This design comes from an exercise in tuning for small area, a short achievable clock period and few clock cycles on the open sky130 flow, not from production work. Only simulation tests tie the RTL to the original design; equivalence was not proved. Power is estimated from default activity; no workload was simulated.

==> trial 81: inputs <==
==> flow/design.v <==
module mips_pipeline (
    input  wire        clk,
    input  wire        reset,
    output wire [31:0] imem_addr,
    input  wire [31:0] imem_rdata,
    output wire [31:0] dmem_addr,
    output wire [31:0] dmem_wdata,
    output wire        dmem_we,
    output wire        dmem_re,
    input  wire [31:0] dmem_rdata
);
reg  [9:0]  pc;
reg  [9:0]  pc_o;        
reg  [31:0] x_a;         
reg  [31:0] x_b;         
reg  [31:0] x_sd;        
reg  [4:0]  x_sh;        
reg  [9:0]  x_target;    
reg  [4:0]  x_dst;
reg         x_inv;
reg         x_fsd;       
reg         x_sum, x_and, x_or, x_nor, x_slt, x_sll, x_srl;
reg         x_wr_alu, x_wr_ld, x_load, x_store, x_br;
reg  [31:0] m_res;       
reg  [31:0] m_wdata;
reg  [4:0]  m_dst;
reg  [31:1] m_we_oh;     
reg         m_regwrite;  
reg         m_load;      
reg         m_re, m_we;
wire [31:0] ins = imem_rdata;
wire [5:0]  op  = ins[31:26];
wire [4:0]  rs  = ins[25:21];
wire [4:0]  rt  = ins[20:16];
wire [4:0]  rd  = ins[15:11];
wire [5:0]  fn  = ins[5:0];
wire f_r    = (op == 6'h00);
wire f_radd = f_r & (fn == 6'h20);
wire f_rsub = f_r & (fn == 6'h22);
wire f_rand = f_r & (fn == 6'h24);
wire f_ror  = f_r & (fn == 6'h25);
wire f_rnor = f_r & (fn == 6'h27);
wire f_rslt = f_r & (fn == 6'h2a);
wire f_rsll = f_r & (fn == 6'h00);
wire f_rsrl = f_r & (fn == 6'h02);
wire f_addi = (op == 6'h08);
wire f_andi = (op == 6'h0c);
wire f_ori  = (op == 6'h0d);
wire f_slti = (op == 6'h0a);
wire f_lw   = (op == 6'h23);
wire f_sw   = (op == 6'h2b);
wire f_beq  = (op == 6'h04);
wire f_same = (rs == rt);
wire f_bc   = f_beq & ~f_same;               
wire f_ialu   = f_addi | f_andi | f_ori | f_slti;
wire f_rknown = f_radd | f_rsub | f_rand | f_ror | f_rnor | f_rslt | f_rsll | f_rsrl;
wire [4:0] f_dst = f_r ? rd : rt;
wire f_nz     = (f_dst != 5'd0);
wire f_wr_alu = (f_rknown | f_ialu) & f_nz;
wire f_wr_ld  = f_lw & f_nz;
wire f_inv    = f_rsub | f_rslt | f_slti;    
wire stall = x_wr_ld & ((x_dst == rs) | (x_dst == rt));
wire [9:0] pc1      = pc + 10'd1;
wire [9:0] f_target = pc1 + ins[9:0];
wire       x_taken;
wire [9:0] pc_next  = x_taken ? x_target :
                      stall   ? pc :
                      (f_beq & f_same) ? f_target : pc1;
always @(posedge clk or posedge reset)
  if (reset) pc <= 10'd0;
  else       pc <= pc_next;
always @(posedge clk)
  pc_o <= reset ? 10'd0 : pc_next;
assign imem_addr = {20'd0, pc_o, 2'b00};
wire [31:0] m_val = m_load ? dmem_rdata : m_res;
wire [31:0] rf [0:31];
assign rf[0] = 32'd0;
genvar gi;
generate
  for (gi = 1; gi < 32; gi = gi + 1) begin : g_rf
    reg [31:0] r;
    always @(posedge clk)
      if (m_we_oh[gi]) r <= ~m_val;    
    assign rf[gi] = ~r;
  end
endgenerate
wire [31:0] res;
wire fwd_a = x_wr_alu & (x_dst == rs);
wire fwd_b = x_wr_alu & (x_dst == rt);
wire byp_a = m_regwrite & (m_dst == rs);
wire byp_b = m_regwrite & (m_dst == rt);
reg [31:0] rf_a, rf_b;
integer k;
always @(*) begin
  rf_a = 32'd0;
  rf_b = 32'd0;
  for (k = 1; k < 32; k = k + 1) begin
    rf_a = rf_a | ({32{rs == k}} & rf[k]);
    rf_b = rf_b | ({32{rt == k}} & rf[k]);
  end
end
wire [31:0] rd_a = fwd_a ? res : byp_a ? m_val : rf_a;
wire f_useb  = f_r | f_beq;
wire s_fwd_p = f_useb & fwd_b & ~f_inv;
wire s_fwd_n = f_useb & fwd_b &  f_inv;
wire s_byp   = f_useb & ~fwd_b & byp_b;
wire s_rf_p  = f_useb & ~fwd_b & ~byp_b & ~f_inv;
wire s_rf_n  = f_useb & ~fwd_b & ~byp_b &  f_inv;
wire [31:0] f_immx = {{16{ins[15]}}, ins[15:0]} ^ {32{f_inv}};
wire [31:0] f_bop = ({32{s_fwd_p}} & res) | ({32{s_fwd_n}} & ~res) |
                    ({32{s_rf_p}} & rf_b) | ({32{s_rf_n}} & ~rf_b) |
                    ({32{s_byp}} & (m_val ^ {32{f_inv}})) | ({32{~f_useb}} & f_immx);
always @(posedge clk) begin
  x_a      <= rd_a;
  x_b      <= f_bop;
  x_sd     <= byp_b ? m_val : rf_b;
  x_fsd    <= fwd_b;
  x_sh     <= ins[10:6];
  x_target <= f_target;
  x_dst    <= f_dst;
  x_inv    <= f_inv;
  x_sum    <= f_radd | f_rsub | f_addi | f_lw | f_sw;
  x_and    <= f_rand | f_andi;
  x_or     <= f_ror | f_ori;
  x_nor    <= f_rnor;
  x_slt    <= f_rslt | f_slti;
  x_sll    <= f_rsll;
  x_srl    <= f_rsrl;
end
wire f_ok = ~x_taken & ~stall;
always @(posedge clk or posedge reset)
  if (reset) begin
    x_wr_alu <= 1'b0;
    x_wr_ld  <= 1'b0;
    x_load   <= 1'b0;
    x_store  <= 1'b0;
    x_br     <= 1'b0;
  end else begin
    x_wr_alu <= f_wr_alu & f_ok;
    x_wr_ld  <= f_wr_ld & f_ok;
    x_load   <= f_lw & f_ok;
    x_store  <= f_sw & f_ok;
    x_br     <= f_bc & f_ok;
  end
wire [31:0] a = x_a;
wire [31:0] b = x_b;
wire [31:0] p0 = a ^ b;
wire [31:0] g0 = a & b;
reg  [31:0] gk, pk, gn, pn;
integer j, d;
always @(*) begin
  gk = g0; pk = p0;
  gk[0] = g0[0] | (p0[0] & x_inv);
  for (d = 1; d < 32; d = d * 2) begin
    gn = gk; pn = pk;
    for (j = d; j < 32; j = j + 1) begin
      gn[j] = gk[j] | (pk[j] & gk[j-d]);
      pn[j] = pk[j] & pk[j-d];
    end
    gk = gn; pk = pn;
  end
end
wire [31:0] c   = {gk[30:0], x_inv};
wire [31:0] sum = p0 ^ c;
wire        lt  = (a[31] == b[31]) ? a[31] : ~c[31];
function [31:0] rev(input [31:0] v);
  integer i;
  for (i = 0; i < 32; i = i + 1) rev[i] = v[31-i];
endfunction
wire [31:0] shin = x_sll ? rev(x_b) : x_b;
wire [31:0] shr  = shin >> x_sh;
reg [31:0] r;
always @(*) begin
  r = 32'd0;
  if (x_sum) r = r | sum;
  if (x_and) r = r | (a & b);
  if (x_or)  r = r | (a | b);
  if (x_nor) r = r | ~(a | b);
  if (x_slt) r = r | {31'd0, lt};
  if (x_sll) r = r | rev(shr);
  if (x_srl) r = r | shr;
end
assign res = r;
assign x_taken = x_br & (x_a == x_b);
always @(posedge clk) begin
  m_res   <= res;
  m_wdata <= x_fsd ? m_res : x_sd;
  m_dst   <= x_dst;
  for (k = 1; k < 32; k = k + 1) m_we_oh[k] <= (x_wr_alu | x_wr_ld) & (x_dst == k);
end
always @(posedge clk or posedge reset)
  if (reset) begin
    m_regwrite <= 1'b0;
    m_load     <= 1'b0;
    m_re       <= 1'b0;
    m_we       <= 1'b0;
  end else begin
    m_regwrite <= x_wr_alu | x_wr_ld;
    m_load     <= x_wr_ld;
    m_re       <= x_load;
    m_we       <= x_store;
  end
assign dmem_addr  = m_res;
assign dmem_wdata = m_wdata;
assign dmem_we    = m_we;
assign dmem_re    = m_re;
endmodule
==> flow/flow/run.sh <==
#!/bin/bash
# Standard layout with three changes:
#  - ports buffered by buf_4 cells instead of the default delay-cell buffers;
#  - no gate cloning in timing repair (a clone can overload its driver after
#    the last design repair);
#  - timing repair aims at a setup margin of 4.8 ns up to clock tree synthesis
#    and 4.65 ns after global routing.
set -e
export BUFFER_PORTS_ARGS="-buffer_cell sky130_fd_sc_hd__buf_4"
export SKIP_GATE_CLONING=1
SETUP_SLACK_MARGIN=4.8 bash standard.sh cts > standard_cts.log 2>&1
SETUP_SLACK_MARGIN=4.65 bash standard.sh > standard_finish.log 2>&1
==> flow/standard.sh <==
#!/bin/bash
# synth_recipe.tcl (not shown) runs the flow's synth.tcl, then flattens the netlist and writes it again
# the make line also repeats each setting of config.mk as NAME=value (left out here)
make -C /OpenROAD-flow-scripts/flow DESIGN_CONFIG=/design/flow/config.mk WORK_HOME=/design/flow/orfs CLKGATE_MAP_FILE= SYNTH_SCRIPT=/design/flow/synth_recipe.tcl "${@:-finish}"
==> flow/config.mk <==
export PLATFORM = sky130hd
export DESIGN_NAME = mips_pipeline
export DESIGN_NICKNAME = mips_pipeline
export VERILOG_FILES = /design/flow/design.v
export SDC_FILE = /design/flow/constraint.sdc
export NUM_CORES = 8
export LEC_CHECK = 0
export ABC_AREA = 1
export CAP_MARGIN = 20
export CORE_MARGIN = 2
export CORE_UTILIZATION = 35
export CTS_CLUSTER_DIAMETER = 60
export CTS_CLUSTER_SIZE = 30
export SLEW_MARGIN = 20
export TNS_END_PERCENT = 20
==> flow/constraint.sdc <==
create_clock -name core_clock -period 7.5 [get_ports {clk}]
set_input_delay 1.5000 -clock core_clock [delete_from_list [all_inputs] [get_ports {clk}]]
set_output_delay 1.5000 -clock core_clock [all_outputs]
set_load 0.01 [all_outputs]
==> build 26 (differences from trial 81) <==
--- a/flow/design.v
+++ b/flow/design.v
@@ -22,6 +22,7 @@
 reg         x_sum, x_and, x_or, x_nor, x_slt, x_sll, x_srl;
 reg         x_wr_alu, x_wr_ld, x_load, x_store, x_br;
 reg  [31:0] m_res;       
+reg  [31:0] m_addr;      
 reg  [31:0] m_wdata;
 reg  [4:0]  m_dst;
 reg  [31:1] m_we_oh;     
@@ -80,8 +81,8 @@
   for (gi = 1; gi < 32; gi = gi + 1) begin : g_rf
     reg [31:0] r;
     always @(posedge clk)
-      if (m_we_oh[gi]) r <= ~m_val;    
-    assign rf[gi] = ~r;
+      if (m_we_oh[gi]) r <= m_val;
+    assign rf[gi] = r;
   end
 endgenerate
 wire [31:0] res;
@@ -184,23 +185,25 @@
 assign x_taken = x_br & (x_a == x_b);
 always @(posedge clk) begin
   m_res   <= res;
+  m_addr  <= sum;
   m_wdata <= x_fsd ? m_res : x_sd;
   m_dst   <= x_dst;
-  for (k = 1; k < 32; k = k + 1) m_we_oh[k] <= (x_wr_alu | x_wr_ld) & (x_dst == k);
 end
 always @(posedge clk or posedge reset)
   if (reset) begin
     m_regwrite <= 1'b0;
+    m_we_oh    <= 31'd0;
     m_load     <= 1'b0;
     m_re       <= 1'b0;
     m_we       <= 1'b0;
   end else begin
     m_regwrite <= x_wr_alu | x_wr_ld;
+    for (k = 1; k < 32; k = k + 1) m_we_oh[k] <= (x_wr_alu | x_wr_ld) & (x_dst == k);
     m_load     <= x_wr_ld;
     m_re       <= x_load;
     m_we       <= x_store;
   end
-assign dmem_addr  = m_res;
+assign dmem_addr  = m_addr;
 assign dmem_wdata = m_wdata;
 assign dmem_we    = m_we;
 assign dmem_re    = m_re;
==> flow/flow/run.sh (replaced) <==
#!/bin/bash
# Standard layout, with the ports buffered by buf_4 cells instead of the
# default delay-cell buffers.
set -e
export BUFFER_PORTS_ARGS="-buffer_cell sky130_fd_sc_hd__buf_4"
bash standard.sh > standard.log 2>&1
--- a/flow/config.mk
+++ b/flow/config.mk
@@ -8,8 +8,9 @@
 export ABC_AREA = 1
 export CAP_MARGIN = 20
 export CORE_MARGIN = 2
-export CORE_UTILIZATION = 35
+export CORE_UTILIZATION = 40
 export CTS_CLUSTER_DIAMETER = 60
 export CTS_CLUSTER_SIZE = 30
+export SETUP_SLACK_MARGIN = 4.8
 export SLEW_MARGIN = 20
 export TNS_END_PERCENT = 20
==> trial 32 (differences from trial 81) <==
--- a/flow/design.v
+++ b/flow/design.v
@@ -186,16 +186,17 @@
   m_res   <= res;
   m_wdata <= x_fsd ? m_res : x_sd;
   m_dst   <= x_dst;
-  for (k = 1; k < 32; k = k + 1) m_we_oh[k] <= (x_wr_alu | x_wr_ld) & (x_dst == k);
 end
 always @(posedge clk or posedge reset)
   if (reset) begin
     m_regwrite <= 1'b0;
+    m_we_oh    <= 31'd0;
     m_load     <= 1'b0;
     m_re       <= 1'b0;
     m_we       <= 1'b0;
   end else begin
     m_regwrite <= x_wr_alu | x_wr_ld;
+    for (k = 1; k < 32; k = k + 1) m_we_oh[k] <= (x_wr_alu | x_wr_ld) & (x_dst == k);
     m_load     <= x_wr_ld;
     m_re       <= x_load;
     m_we       <= x_store;
--- a/flow/config.mk
+++ b/flow/config.mk
@@ -8,7 +8,7 @@
 export ABC_AREA = 1
 export CAP_MARGIN = 20
 export CORE_MARGIN = 2
-export CORE_UTILIZATION = 35
+export CORE_UTILIZATION = 40
 export CTS_CLUSTER_DIAMETER = 60
 export CTS_CLUSTER_SIZE = 30
 export SLEW_MARGIN = 20
==> build 20 (differences from trial 81) <==
--- a/flow/design.v
+++ b/flow/design.v
@@ -10,7 +10,6 @@
     input  wire [31:0] dmem_rdata
 );
 reg  [9:0]  pc;
-reg  [9:0]  pc_o;        
 reg  [31:0] x_a;         
 reg  [31:0] x_b;         
 reg  [31:0] x_sd;        
@@ -22,9 +21,9 @@
 reg         x_sum, x_and, x_or, x_nor, x_slt, x_sll, x_srl;
 reg         x_wr_alu, x_wr_ld, x_load, x_store, x_br;
 reg  [31:0] m_res;       
+reg  [31:0] m_addr;      
 reg  [31:0] m_wdata;
 reg  [4:0]  m_dst;
-reg  [31:1] m_we_oh;     
 reg         m_regwrite;  
 reg         m_load;      
 reg         m_re, m_we;
@@ -69,9 +68,7 @@
 always @(posedge clk or posedge reset)
   if (reset) pc <= 10'd0;
   else       pc <= pc_next;
-always @(posedge clk)
-  pc_o <= reset ? 10'd0 : pc_next;
-assign imem_addr = {20'd0, pc_o, 2'b00};
+assign imem_addr = {20'd0, pc, 2'b00};
 wire [31:0] m_val = m_load ? dmem_rdata : m_res;
 wire [31:0] rf [0:31];
 assign rf[0] = 32'd0;
@@ -80,8 +77,8 @@
   for (gi = 1; gi < 32; gi = gi + 1) begin : g_rf
     reg [31:0] r;
     always @(posedge clk)
-      if (m_we_oh[gi]) r <= ~m_val;    
-    assign rf[gi] = ~r;
+      if (m_regwrite && (m_dst == gi)) r <= m_val;
+    assign rf[gi] = r;
   end
 endgenerate
 wire [31:0] res;
@@ -184,9 +181,9 @@
 assign x_taken = x_br & (x_a == x_b);
 always @(posedge clk) begin
   m_res   <= res;
+  m_addr  <= sum;
   m_wdata <= x_fsd ? m_res : x_sd;
   m_dst   <= x_dst;
-  for (k = 1; k < 32; k = k + 1) m_we_oh[k] <= (x_wr_alu | x_wr_ld) & (x_dst == k);
 end
 always @(posedge clk or posedge reset)
   if (reset) begin
@@ -200,7 +197,7 @@
     m_re       <= x_load;
     m_we       <= x_store;
   end
-assign dmem_addr  = m_res;
+assign dmem_addr  = m_addr;
 assign dmem_wdata = m_wdata;
 assign dmem_we    = m_we;
 assign dmem_re    = m_re;
==> flow/flow/run.sh (replaced) <==
#!/bin/bash
# Standard layout, with the ports buffered by buf_4 cells instead of the
# default delay-cell buffers.
set -e
export BUFFER_PORTS_ARGS="-buffer_cell sky130_fd_sc_hd__buf_4"
bash standard.sh > standard.log 2>&1
--- a/flow/config.mk
+++ b/flow/config.mk
@@ -5,11 +5,11 @@
 export SDC_FILE = /design/flow/constraint.sdc
 export NUM_CORES = 8
 export LEC_CHECK = 0
-export ABC_AREA = 1
 export CAP_MARGIN = 20
 export CORE_MARGIN = 2
-export CORE_UTILIZATION = 35
+export CORE_UTILIZATION = 40
 export CTS_CLUSTER_DIAMETER = 60
 export CTS_CLUSTER_SIZE = 30
+export SETUP_SLACK_MARGIN = 4.6
 export SLEW_MARGIN = 20
 export TNS_END_PERCENT = 20
==> comparison table <==
                                                                                trial 32                 trial 81                 build 20                                         build 26
Run status                                                       complete, no violations  complete, no violations  complete, no violations                                  failed layout checks
Violated checks                                                                        -                        -                        -  max-capacitance violations, max-slew violations
Post-route fraction of the period consumed by the critical path                    41.7%                    44.2%                    46.0%                                            41.8%
Adder and majority cell fraction of the synthesized area                           1.66%                    1.66%                    1.72%                                            1.55%
Maximum clock frequency                                                          320 MHz                  302 MHz                  290 MHz                                          319 MHz
Flip-flop and latch count after synthesis                                          1,246                    1,246                    1,237                                            1,278
Slowest Stage Delay on Critical Path                                             0.39 ns                  0.59 ns                  0.54 ns                                          0.52 ns
Setup slack after placement                                                      2.56 ns                  2.64 ns                  1.92 ns                                          2.58 ns
Post-placement cell area                                                      0.0636 mm²               0.0638 mm²               0.0618 mm²                                       0.0671 mm²
Flop+latch power                                                                 7880 µW                  7870 µW                  7850 µW                                          8080 µW
Launch point of the critical path                                         imem_rdata[23]           imem_rdata[24]           imem_rdata[20]                                   imem_rdata[24]
Met3 track demand over resource in global routing                                  21.7%                    20.7%                    20.9%                                            19.6%
Cell leakage power                                                             0.0305 µW                0.0306 µW                0.0280 µW                                        0.0322 µW
Library cells used by synthesis                                                       52                       52                       95                                               56
Router iterations before antenna repair                                               23                       17                       14                                               13
Total CTS buffers                                                                     97                      104                      104                                              114
Clock Skews                                                                    0.0575 ns                0.0981 ns                0.0623 ns                                        0.0471 ns
Data required time of the critical path                                          8.15 ns                  8.17 ns                  8.12 ns                                          8.15 ns
Violation count after the first detailed-routing iteration                        13,300                   13,200                   11,800                                           12,500
Max-cap check violation count                                                          0                        0                        0                                                3
Area share of the largest cell type after synthesis                                50.2%                    50.3%                    51.9%                                            46.9%
Placer congestion estimate                                                          1.03                     1.05                     1.01                                             1.08
Worst r2r path cells                                                                  12                       11                       13                                                4
Final critical path time including I/O delays and setup                          3.12 ns                  3.31 ns                  3.45 ns                                          3.14 ns
Final-stage net count                                                              6,773                    6,761                    5,476                                            7,713
Max FO, Critical Path                                                                 12                        8                        9                                               20
Slack of the critical path                                                       4.38 ns                  4.19 ns                  4.05 ns                                          4.36 ns
Testbench counts of trial 81, summed over its fixed seeds: cycles 23,348.
Testbench counts of build 26, summed over its fixed seeds: cycles 23,348.
Testbench counts of trial 32, summed over its fixed seeds: cycles 23,348.
Testbench counts of build 20, summed over its fixed seeds: cycles 23,348.

-- what the ideal ports hide --
How much do the figures lean on ideal ports? The routed layouts below were timed once more, with nothing changed but the port constraints.
Step 1 (the two cells are an assumption about what drives the block):
set clk [get_ports {clk}]
set_driving_cell -lib_cell sky130_fd_sc_hd__clkbuf_16 $clk
set_driving_cell -lib_cell sky130_fd_sc_hd__buf_2 [delete_from_list [all_inputs] $clk]
Step 2 times the ports against the registers' clock, not the clock port: input delays grow and output delays shrink by t, the midpoint of the rising clock arrivals with the driver on.
Slacks: no drivers / after step 1 / after step 2; pairs: no drivers / after step 1.
| run | t, ns | slack for setup (ns) | worst hold slack (ns) | pins driven straight from the clock port |
|---|---|---|---|---|
| trial 81 | 0.870 | 4.186 / 4.208 / 3.338 | 0.357 / 0.357 / 0.357 | 1 |
| build 26 | 0.867 | 4.362 / 4.350 / 3.484 | 0.355 / 0.355 / 0.355 | 1 |
| trial 32 | 0.852 | 4.375 / 4.372 / 3.520 | 0.355 / 0.355 / 0.355 | 1 |
| build 20 | 0.834 | 4.053 / 4.029 / 3.196 | 0.392 / 0.392 / 0.392 | 1 |
The setup slack of build 26, which loses most, moves by -0.012 ns with the drivers and by -0.878 ns with both steps.
